Background: an optimization exercise with open tools, aiming at small area and a short achievable clock period. Do not read the settings as production practice.
No driver is modelled on the clock port, so clock power and skew are understated where the tree is cut down; a real chip needs a root buffer or a tree.
Power is estimated from default activity; no workload was simulated.

==> module accumulator_sum, before the edit <==
module accumulator_sum (
    input  logic        clk,
    input  logic        rst,
    input  logic        start,
    input  logic        clear,
    input  logic [3:0]  data_in_a,
    input  logic [3:0]  data_in_b,
    output logic [3:0]  data_out,
    output logic        data_out_valid,
    output logic        result_complete,
    output logic        ready,
    output logic        response
);
    logic        s_q;          
    logic        r_q;          
    logic [3:0]  c_q;          
    logic        ready_q, valid_q, complete_q, resp_q;
    logic [31:0] acc_q;        
    logic [3:0]  hi_q;         
    logic [1:0]  cy_q;         
    logic        zq;           
    logic [3:0]  p_q, g_q;
    wire idle    = !s_q && !r_q;
    wire sum_go  = idle && start && !clear;
    wire rd_go   = idle && start && clear;
    wire s_last  = s_q && (c_q == 4'd7);
    wire r_last  = r_q && (c_q == 4'd15);
    wire fold_last = idle && !ready_q;
    wire fold    = s_q || fold_last;
    wire en      = fold || r_q;
    wire cy_mid  = (s_q && c_q != 4'd1) || fold_last;
    wire [3:0] lo  = zq ? 4'd0 : acc_q[3:0];
    wire [3:0] fs  = lo ^ p_q;
    wire [4:0] fc  = {(g_q | (p_q & lo)), 1'b0};
    wire [5:0] nib = {2'b00, fs} + {1'b0, fc} + {4'b0000, (cy_mid ? cy_q : 2'b00)};
    always_ff @(posedge clk) begin
        if (r_q)
            p_q <= (c_q == 4'd14) ? hi_q : lo;
        else
            p_q <= data_in_a ^ data_in_b;
        g_q <= data_in_a & data_in_b;
    end
    always_ff @(posedge clk) begin
        c_q <= sum_go ? 4'd1 : rd_go ? 4'd6 : c_q + 4'd1;
    end
    always_ff @(posedge clk) begin
        if (rst) begin
            s_q        <= 1'b0;
            r_q        <= 1'b0;
            ready_q    <= 1'b1;
            valid_q    <= 1'b0;
            complete_q <= 1'b0;
            resp_q     <= 1'b0;
        end else begin
            ready_q    <= idle || r_last;
            valid_q    <= r_q && !r_last;
            complete_q <= r_last;
            resp_q     <= (s_q && c_q == 4'd6) || (r_q && c_q == 4'd13);
            s_q        <= sum_go || (s_q && !s_last);
            r_q        <= rd_go || (r_q && !r_last);
        end
    end
    always_ff @(posedge clk) begin
        if (en)
            acc_q <= {nib[3:0], acc_q[31:4]};
    end
    always_ff @(posedge clk) begin
        if (rst) begin
            cy_q <= 2'b00;
            hi_q <= 4'd0;
            zq   <= 1'b1;
        end else begin
            cy_q <= fold ? nib[5:4] : 2'b00;
            if (r_last)
                hi_q <= 4'd0;
            else
                hi_q <= hi_q + {2'b00, (cy_mid ? 2'b00 : cy_q)};
            if (r_last)
                zq <= 1'b1;
            else if (fold_last)
                zq <= 1'b0;
        end
    end
    assign data_out        = p_q;
    assign data_out_valid  = valid_q;
    assign result_complete = complete_q;
    assign ready           = ready_q;
    assign response        = resp_q;
endmodule
clock: 10.0 ns
lec_check: 0
cap_margin: 20
core_margin: 2
core_utilization: 40
slew_margin: 20
standard.sh (not shown) runs the stock make flow with config.mk's settings and CLKGATE_MAP_FILE= SYNTH_SCRIPT=/design/flow/synth_recipe.tcl, a recipe that flattens the netlist after the stock synthesis.
==> flow/flow/run.sh <==
#!/bin/bash
# Standard ORFS layout with a few settings changed:
#  - abc maps with an area script (flow/abc_area.script; ORFS's scripts are copied so that
#    only this one file differs), and no full/half-adder cells,
#  - small port buffers (buf_1 instead of the slow clkdlybuf4s50_1),
#  - repair_timing aims for extra setup margin (the clock is much slower than the logic),
#  - after CTS, one level of clock buffers drives all flip-flops (flow/cts_post.tcl).
set -euo pipefail
rm -rf orfs_scripts
cp -r "$FLOW_HOME/scripts" orfs_scripts
cp flow/abc_area.script orfs_scripts/abc_area.script
bash standard.sh \
  SCRIPTS_DIR=$PWD/orfs_scripts \
  ADDER_MAP_FILE= ABC_AREA=1 \
  "BUFFER_PORTS_ARGS=-buffer_cell sky130_fd_sc_hd__buf_1" \
  SETUP_SLACK_MARGIN=7.3 \
  "CTS_ARGS=-repair_clock_nets -dont_use_dummy_load" \
  POST_CTS_TCL=$PWD/flow/cts_post.tcl FLOW_CLKBUF=sky130_fd_sc_hd__clkbuf_8 FLOW_CLKGROUPS=4 \
  finish > standard_run.log 2>&1
Other scripts of this flow, unchanged in this note and not shown: flow/flow/abc_area.script, flow/flow/cts_post.tcl
Edit:
==> flow/design.v (replaced) <==
module accumulator_sum (
    input  logic        clk,
    input  logic        rst,
    input  logic        start,
    input  logic        clear,
    input  logic [3:0]  data_in_a,
    input  logic [3:0]  data_in_b,
    output logic [3:0]  data_out,
    output logic        data_out_valid,
    output logic        result_complete,
    output logic        ready,
    output logic        response
);
    logic        s_q, r_q;
    logic [2:0]  c_q;
    logic        ready_q, valid_q, complete_q, resp_q;
    logic [31:0] acc_q;        
    logic [3:0]  hi_q;         
    logic [1:0]  cy_q;         
    logic        zq;           
    logic [3:0]  p_q, g_q;
    wire idle    = !s_q && !r_q;
    wire go      = idle && start;
    wire sum_go  = go && !clear;
    wire rd_go   = go && clear;
    wire s_last  = s_q && resp_q;                                    
    wire r_hi    = r_q && resp_q;                                    
    wire r_last  = r_q && valid_q && !resp_q && (c_q == 3'd6);       
    wire fold_last = idle && !ready_q;
    wire fold    = s_q || fold_last;
    wire en      = fold || r_q;
    wire cy_mid  = !r_q && !ready_q;
    wire [3:0] lo  = zq ? 4'd0 : acc_q[3:0];
    wire [3:0] fs  = lo ^ p_q;
    wire [4:0] fc  = {(g_q | (p_q & lo)), 1'b0};
    wire [5:0] nib = {2'b00, fs} + {1'b0, fc} + {4'b0000, (cy_mid ? cy_q : 2'b00)};
    always_ff @(posedge clk) begin
        if (r_q)
            p_q <= zq ? 4'd0 : (r_hi ? hi_q : acc_q[3:0]);
        else
            p_q <= data_in_a ^ data_in_b;
        g_q <= data_in_a & data_in_b;
    end
    always_ff @(posedge clk) begin
        if (go)
            c_q <= clear ? 3'd6 : 3'd0;
        else if (!resp_q)
            c_q <= c_q + 3'd1;
    end
    always_ff @(posedge clk) begin
        if (rst) begin
            s_q        <= 1'b0;
            r_q        <= 1'b0;
            ready_q    <= 1'b1;
            valid_q    <= 1'b0;
            complete_q <= 1'b0;
            resp_q     <= 1'b0;
        end else begin
            ready_q    <= idle || r_last;
            valid_q    <= r_q && !r_last;
            complete_q <= r_last;
            resp_q     <= !idle && (c_q == 3'd5);
            s_q        <= sum_go || (s_q && !s_last);
            r_q        <= rd_go || (r_q && !r_last);
        end
    end
    always_ff @(posedge clk) begin
        if (en)
            acc_q <= {nib[3:0], acc_q[31:4]};
    end
    always_ff @(posedge clk) begin
        cy_q <= fold ? nib[5:4] : 2'b00;
        if (fold_last && zq)
            hi_q <= 4'd0;
        else
            hi_q <= hi_q + {2'b00, (cy_mid ? 2'b00 : cy_q)};
    end
    always_ff @(posedge clk) begin
        if (rst || r_last)
            zq <= 1'b1;
        else if (fold_last)
            zq <= 1'b0;
    end
    assign data_out        = p_q;
    assign data_out_valid  = valid_q;
    assign result_complete = complete_q;
    assign ready           = ready_q;
    assign response        = resp_q;
endmodule
Result: Worst hold slack gets better by 0.0033 ns; worst setup slack gets better by 0.051 ns; wire length came out lower by about 4%; die area came out lower by about 1.7%; combinational power came out lower by about 11%; cell area came out lower by 1.6%; final cell count came out lower by 3.1%; register-to-register slack gets better by 0.26 ns; global-route usage came out higher by 0.47 points.
No run of this note included a check of the RTL's function; only the layout flow was run. In every run of this note, the design's own scripts or RTL, not TritonCTS, make the clock network.

[separate check: timing with driven ports]
Ports are ideal in the flow. The routed layouts listed here were re-timed in OpenROAD. Step 1 (the two cells are an assumption about what drives the block):
set clk [get_ports {clk}]
set_driving_cell -lib_cell sky130_fd_sc_hd__clkbuf_16 $clk
set_driving_cell -lib_cell sky130_fd_sc_hd__buf_2 [delete_from_list [all_inputs] $clk]
Step 2 moves the port delays by t, midway between the first and last clock arrival at a register: inputs arrive t later, outputs are due t later. That takes back most of the time a late clock gives input paths. Three values: no drivers, after step 1, after step 2; two values: the first two.
run	t, ns	slack for setup (ns)	hold slack, ns
the first run	0.198	7.334 / 7.301 / 7.167	0.421 / 0.421 / 0.421
the second run	0.198	7.385 / 7.337 / 7.219	0.424 / 0.424 / 0.424
After both steps every run listed still meets setup and hold. The setup slack of the first run, which loses most, moves by -0.033 ns with the drivers and by -0.167 ns with both steps.
